Background: an optimization exercise with open tools, aiming at small area, a short achievable clock period and few clock cycles. Do not read the settings as production practice. RTL that was checked went through simulation tests only; none was proved equivalent to the original. Power is estimated from default activity; no workload was simulated.

## v6
## sparse_mac_top
module sparse_mac_top
#(
    parameter int NUM_DECODERS = 2,
    parameter int VALUE_W = 16,
    parameter int INDEX_W = 16,
    parameter int DECODER_FIFO_DEPTH = 16,
    parameter int ACCUM_W = 32
)
(
    input mac_clk,
    input mac_rst,
    input [NUM_DECODERS-1:0] sram_valid_i,
    output [NUM_DECODERS-1:0] sram_ready_o,
    input [NUM_DECODERS*(1+VALUE_W+INDEX_W)-1:0] sram_data_i,
    output mac_valid_o,
    output [ACCUM_W-1:0] mac_data_o
);
Size in the first run: about 180 flip-flops, about 110 I/O pins.
Settings: LEC_CHECK=0, CAP_MARGIN=20, CORE_MARGIN=2, CORE_UTILIZATION=40, CTS_BUF_LIST=sky130_fd_sc_hd__clkbuf_4 sky130_fd_sc_hd__clkbuf_8, SETUP_SLACK_MARGIN=3.82, SLEW_MARGIN=20, SYNTH_HIERARCHICAL=1; clock period 7.0 ns.
standard.sh (not shown) runs the stock make flow with config.mk's settings and CLKGATE_MAP_FILE= SYNTH_SCRIPT=/design/flow/synth_recipe.tcl, a recipe that flattens the netlist after the stock synthesis.
==> flow/flow/run.sh <==
#!/bin/bash
set -euo pipefail
export BUFFER_PORTS_ARGS="-buffer_cell sky130_fd_sc_hd__buf_2"
bash standard.sh finish > flow_make.log 2>&1
Testbench counts of v6, summed over its fixed seeds: cycles 7,526.
#### Input delta (v7 over v6)
--- a/flow/config.mk
+++ b/flow/config.mk
@@ -12 +12 @@
-export SETUP_SLACK_MARGIN = 3.82
+export SETUP_SLACK_MARGIN = 3.7
### Flow results
Reported for v7 and v6, die height turned out identical to the last digit. v7 gives less total power than v6 did. v7 vs. v6: overall routed net length now sits at about the same level, power share of the clock group now sits higher, combinational power share now sits lower, cell count now sits lower. Measured against each other, v7 and v6 differ in global-route wire length before repair, the lower figure coming from v7. Against v6 as the reference, v7 delivers a higher fill cell total of the finished layout. Max freq v6 -> v7: degraded.

Another version of the RTL of sparse_mac_top (not shown whole).
Size: about 1500 cells after synthesis, about 180 flip-flops, ~110 I/O pins.
clock: 7.0 ns
lec_check: 0
cap_margin: 20
core_margin: 2
core_utilization: 40
setup_slack_margin: 3.5
slew_margin: 20
synth_hierarchical: 1
Scripts as last shown in full above: flow/flow/run.sh
Testbench counts at the start, summed over its fixed seeds: cycles 7,526.
Next try:
- CORE_UTILIZATION: 40 -> 55
- CTS_BUF_LIST: not set -> sky130_fd_sc_hd__clkbuf_4 sky130_fd_sc_hd__clkbuf_8
- SETUP_SLACK_MARGIN: 3.5 -> 3.6
What happened: Synthesized cell count does not change; combinational power came out higher by about 3%; core utilization came out higher by 17 points.
Next try:
- CORE_UTILIZATION: 55 -> 40
- PLACE_DENSITY: not set -> 0.8
Result:
- The changed run went through all stages and came out clean
- setup slack is worse by 0.061 ns
- die area goes up by well over a third
- sequential power barely changes
- clock power goes down slightly
- via count goes up by a few percent
- critical path depth goes down by 4
- non-clock buffer count goes down by 15
Next try:
- CTS_BUF_LIST: sky130_fd_sc_hd__clkbuf_4 sky130_fd_sc_hd__clkbuf_8 -> not set
- PLACE_DENSITY: 0.8 -> not set
- SETUP_SLACK_MARGIN: 3.6 -> 3.75
What happened: The new run went through all stages and came out clean. Sequential share of layout area fell by 0.81 points. Count of clock-buffer cells in the layout stays the same. Setup slack gains 0.11 ns. Routed wire length came out lower slightly. Worst hold slack is worse by 0.0047 ns. Sequential power falls by a few percent. Cell count rises by a few percent. Synthesized area is unchanged.

sparse_mac_top, a different RTL version from the one above (not shown whole).
Size in the first run: roughly 1500 cells after synthesis, roughly 160 flip-flops, ~16000 µm² of cells after synthesis.
## sparse_mac_top
module sparse_mac_top
#(
    parameter int NUM_DECODERS = 2,
    parameter int VALUE_W = 16,
    parameter int INDEX_W = 16,
    parameter int DECODER_FIFO_DEPTH = 16,
    parameter int ACCUM_W = 32
)
(
    input mac_clk,
    input mac_rst,
    input [NUM_DECODERS-1:0] sram_valid_i,
    output [NUM_DECODERS-1:0] sram_ready_o,
    input [NUM_DECODERS*(1+VALUE_W+INDEX_W)-1:0] sram_data_i,
    output mac_valid_o,
    output [ACCUM_W-1:0] mac_data_o
);
Settings: LEC_CHECK=0, CAP_MARGIN=20, CORE_MARGIN=2, CORE_UTILIZATION=40, SETUP_SLACK_MARGIN=3.0, SLEW_MARGIN=20, SYNTH_HIERARCHICAL=1; clock period 7.0 ns.
Scripts as last shown in full above: flow/flow/run.sh
Testbench counts at the start, summed over its fixed seeds: cycles 7,526.
Then changed:
==> flow/flow/run.sh (replaced) <==
#!/bin/bash
set -euo pipefail
export BUFFER_PORTS_ARGS="-buffer_cell sky130_fd_sc_hd__buf_2"
export RECOVER_POWER=100
bash standard.sh finish > flow_make.log 2>&1
The changed run completed and failed the layout checks on max-capacitance violations, max-slew violations.
Die area stays the same.
Wire length barely changes.
Power stays flat.
Clock power barely changes.
Final cell count is unchanged.
Cell area went down slightly.
Via count went up slightly.
First-iteration DRC count went up by roughly a tenth.
Core utilization went down by 0.20 points.
Worst hold slack is about the same.
Flip-flop and latch count stays the same.

## rev 12
sparse_mac_top, a different RTL version from the one above (not shown whole).
Size in the first run: roughly 110 I/O pins, about 17000 sq um of cells after synthesis.
clock: 7.0 ns
lec_check: 0
cap_margin: 20
core_margin: 2
core_utilization: 40
setup_slack_margin: 4.2
slew_margin: 20
synth_hierarchical: 1
==> flow/flow/run.sh <==
#!/bin/bash
set -euo pipefail
export BUFFER_PORTS_ARGS="-buffer_cell sky130_fd_sc_hd__buf_2"
bash standard.sh finish > flow_make.log 2>&1
Rev 12 finished all stages; the layout is clean.
What rev 13 does differently from rev 12 at the input level:
# rev 12
export LEC_CHECK = 0
export CAP_MARGIN = 20
export CORE_MARGIN = 2
export CORE_UTILIZATION = 40
export SETUP_SLACK_MARGIN = 4.2
export SLEW_MARGIN = 20
export SYNTH_HIERARCHICAL = 1
create_clock -name core_clock -period 7.0 [get_ports {mac_clk}]
# rev 13
export LEC_CHECK = 0
export CAP_MARGIN = 20
export CORE_MARGIN = 2
export CORE_UTILIZATION = 40
export SETUP_SLACK_MARGIN = 3.6
export SLEW_MARGIN = 20
export SYNTH_HIERARCHICAL = 1
create_clock -name core_clock -period 7.0 [get_ports {mac_clk}]
[summary]
Side by side, shortest period the worst path allows turned out higher in rev 13 than in rev 12.
Compared with rev 12, in rev 13 maximum fanout encountered on the critical timing path -4; global-route usage decreased 1.3 points; average via count per standard cell rose 0.32%; sequential power flat; summed area of non-filler cells in the final layout went down about 15%.
Maximum frequency on rev 13 is behind rev 12.
Cmp rev 13 and rev 12 / clock power share / lower: rev 12
Rev 13 vs. rev 12: detailed route wirelength on metal3 saw a decrease, worst slew slack as a fraction of its limit -3.7 points.
Function was not checked in any run of this note: the RTL went through the layout flow alone.

Setup of job 1490:
RTL: one of the versions met above, not the one the previous note started from.
Size: roughly 180 flip-flops.
clock: 7.0 ns
lec_check: 0
cap_margin: 20
core_margin: 2
core_utilization: 40
cts_buf_list: sky130_fd_sc_hd__clkbuf_4 sky130_fd_sc_hd__clkbuf_8
setup_slack_margin: 3.6
slew_margin: 20
synth_hierarchical: 1
==> flow/flow/run.sh <==
#!/bin/bash
set -euo pipefail
export BUFFER_PORTS_ARGS="-buffer_cell sky130_fd_sc_hd__buf_1"
bash standard.sh finish > flow_make.log 2>&1
Job 1490 completed end to end with timing, DRC and antenna clean.
Testbench counts of job 1490, summed over its fixed seeds: cycles 7,526.
What job 7120 does differently from job 1490 at the input level:
Settings: setting TNS_END_PERCENT to 0 for the first time.
==> flow/flow/run.sh <==
#!/bin/bash
set -euo pipefail
export BUFFER_PORTS_ARGS="-buffer_cell sky130_fd_sc_hd__buf_2"
bash standard.sh finish > flow_make.log 2>&1
Results
- The clock input transition at the sequential cells of the worst setup and hold paths was comparable across job 1490 and job 7120.
- [job 7120] number of buffers and inverters on the critical path fell 2 relative to job 1490
- When the final numbers for job 1490 and job 7120 were put side by side, the share of the clock period used by the worst path after layout turned out to be smaller in job 1490.
- Register fraction of the total cell area (higher): job 7120
- Class of the most critical setup path: reg2reg -> job 7120, in2reg -> job 1490
- Every stage of the flow completed for job 7120, and the final layout passed the timing, DRC and antenna checks.
- Job 7120 vs. job 1490: number of filler cells placed in the layout now sits lower; wire length now sits lower.
diff inputs: job 7120 => job 6969
Settings: CTS_BUF_LIST no longer set, was sky130_fd_sc_hd__clkbuf_4 sky130_fd_sc_hd__clkbuf_8; TNS_END_PERCENT no longer set, was 0.
Results
From job 7120 to job 6969 the numbers moved as follows: total wire length after detailed routing has increased, count of vias placed by the detailed router has increased, relative area of non-clock buffer cells in the final design has increased, worst setup margin has increased, final cell count has increased.
#### Input delta (job 1902 over job 6969)
Settings: setting CTS_BUF_LIST to sky130_fd_sc_hd__clkbuf_4 sky130_fd_sc_hd__clkbuf_8 for the first time.
--- outcome ---
Job 1902 ended with every stage complete and zero timing, DRC or antenna violations.
Job 1902 vs job 6969 — critical path depth dropped 4.
Global routing met2 resource utilization sits lower in job 1902 than in job 6969.
Global-route usage: lower on job 1902
The sequential cell area share in job 1902 sits 0.26 points above the value recorded for job 6969.
Synthesis-to-finish area growth: higher on job 6969
Job 1902 ends up with a count of non-CTS buffers in the layout that is 0.71% lower than in job 6969.
Going from job 6969 to job 1902, routed via count comparable, worst IR drop on VDD shows an increase of 0.49%.
Relative to job 1902, the following input files were edited for job 4301:
Settings: putting TNS_END_PERCENT at 20 where nothing was set.
==> notes.md <==
- Required time at the endpoint of the critical path on job 4301 is up relative to job 1902.
- Job 4301: power share of the combinational group is 0.4 points higher than what job 1902 reported.
- Power density over the cells: job 4301 vs job 1902 down about 0.9%
- Compared with job 1902, job 4301 has less setup slack.

## red
sparse_mac_top with an RTL version that a note above also has.
Size in the first run: about 160 flip-flops, ~110 I/O pins, ~16000 um^2 of cells after synthesis.
// sparse_mac_top
module sparse_mac_top
#(
    parameter int NUM_DECODERS = 2,
    parameter int VALUE_W = 16,
    parameter int INDEX_W = 16,
    parameter int DECODER_FIFO_DEPTH = 16,
    parameter int ACCUM_W = 32
)
(
    input mac_clk,
    input mac_rst,
    input [NUM_DECODERS-1:0] sram_valid_i,
    output [NUM_DECODERS-1:0] sram_ready_o,
    input [NUM_DECODERS*(1+VALUE_W+INDEX_W)-1:0] sram_data_i,
    output mac_valid_o,
    output [ACCUM_W-1:0] mac_data_o
);
==> flow/config.mk <==
export PLATFORM = sky130hd
export DESIGN_NAME = sparse_mac_top
export DESIGN_NICKNAME = sparse_mac_top
export VERILOG_FILES = /design/flow/design.v
export SDC_FILE = /design/flow/constraint.sdc
export NUM_CORES = 4
export LEC_CHECK = 0
export CAP_MARGIN = 20
export CORE_MARGIN = 2
export CORE_UTILIZATION = 40
export SETUP_SLACK_MARGIN = 4.0
export SLEW_MARGIN = 20
export SYNTH_HIERARCHICAL = 1
==> flow/constraint.sdc <==
create_clock -name core_clock -period 7.0 [get_ports {mac_clk}]
set_input_delay 1.4000 -clock core_clock [delete_from_list [all_inputs] [get_ports {mac_clk}]]
set_output_delay 1.4000 -clock core_clock [all_outputs]
set_load 0.01 [all_outputs]
run.sh (not shown) runs the stock make flow with config.mk's settings and CLKGATE_MAP_FILE= SYNTH_SCRIPT=/design/flow/synth_recipe.tcl, a recipe that flattens the netlist after the stock synthesis.
Stock flow here: none of the scripts above is used.
red did not stop at any stage, and its layout met the timing, DRC and antenna checks.
Testbench counts of red, summed over its fixed seeds: cycles 7,526.
The inputs of blue differ from those of red as listed below.
- changing SETUP_SLACK_MARGIN from 4.0 to 3.5
==> notes.md <==
- On design area, blue does better than red.
- blue vs. red: met2 capacity usage during global routing decreased by 1.3 points relative to the old numbers; transition at the pin with the smallest max-transition slack went down 120 ps; share of final layout cell area taken by non-clock buffers now sits lower.
- Post-CTS repair timing setup buffer count down 6 in blue wrt red

## delta
RTL: one of the versions met above, not the one the previous note started from.
For scale: roughly 1600 cells after synthesis, about 17000 µm² of cells after synthesis.
Settings: LEC_CHECK=0, CAP_MARGIN=20, CORE_MARGIN=2, CORE_UTILIZATION=40, CTS_BUF_LIST=sky130_fd_sc_hd__clkbuf_4 sky130_fd_sc_hd__clkbuf_8, SETUP_SLACK_MARGIN=4.05, SLEW_MARGIN=20, SYNTH_HIERARCHICAL=1; clock period 7.0 ns.
standard.sh (not shown) runs the stock make flow with config.mk's settings and CLKGATE_MAP_FILE= SYNTH_SCRIPT=/design/flow/synth_recipe.tcl, a recipe that flattens the netlist after the stock synthesis.
==> flow/flow/run.sh <==
#!/bin/bash
set -euo pipefail
export BUFFER_PORTS_ARGS="-buffer_cell sky130_fd_sc_hd__buf_2"
bash standard.sh finish > flow_make.log 2>&1
Testbench counts of delta, summed over its fixed seeds: cycles 7,526.
### delta -> alpha
- changing SETUP_SLACK_MARGIN from 4.05 to 3.6
Results
The lower setup slack after placement came out of alpha. Ratio of final minimum period to clock period is lower on delta. On shortest clock period the worst path allows after layout, delta beats alpha. Changes observed in alpha relative to delta: worst setup slack -0.23 ns, total met2 wirelength after detailed routing -9.6%, maximum ir drop on the vdd rail +0.066 mV. Compared with delta, alpha ends up with less cell area. met1 capacity usage during global routing in alpha is 0.99 points below delta. alpha vs delta — final worst clock skew dropped 0.0050 ns.

[separate check: timing with driven ports]
Ports are ideal in the flow. The routed layouts listed here were re-timed in OpenROAD.
Step 1, drivers: a clkbuf_16 drives mac_clk and a buf_2 each remaining input, both assumed.
Step 2 moves the port delays by t, midway between the first and last clock arrival at a register: inputs arrive t later, outputs are due t later. That takes back most of the time a late clock gives input paths.
Three values: ideal ports, drivers, drivers and shift; two values: the first two.
run	t (ns)	slack for setup (ns)	cell pins on the clock port's net
v6	0.561	3.809 / 3.809 / 3.340	1
v7	0.557	3.732 / 3.732 / 3.268	1
the first run of note 2	0.504	3.602 / 3.602 / 3.157	1
the second run of note 2	0.562	3.679 / 3.681 / 3.148	1
the third run of note 2	0.534	3.618 / 3.618 / 3.117	1
the fourth run of note 2	0.503	3.730 / 3.764 / 3.261	1
the first run of note 3	0.506	3.096 / 3.096 / 2.795	1
the second run of note 3	0.506	2.408 / 2.408 / 2.306	1
rev 12	0.511	3.890 / 3.897 / 3.386	1
rev 13	0.518	3.679 / 3.682 / 3.199	1
job 1490	0.547	3.690 / 3.713 / 3.166	1
job 7120	0.556	3.593 / 3.593 / 3.071	1
job 6969	0.492	3.677 / 3.660 / 3.214	1
job 1902	0.528	3.663 / 3.663 / 3.213	1
job 4301	0.554	3.633 / 3.588 / 3.109	1
red	0.504	3.147 / 3.147 / 3.003	1
blue	0.501	3.135 / 3.135 / 2.892	1
delta	0.542	3.921 / 3.921 / 3.403	1
alpha	0.560	3.693 / 3.681 / 3.174	1
For the second run of note 2, which loses most, drivers alone change the setup slack by +0.002 ns; drivers and shift together by -0.531 ns.
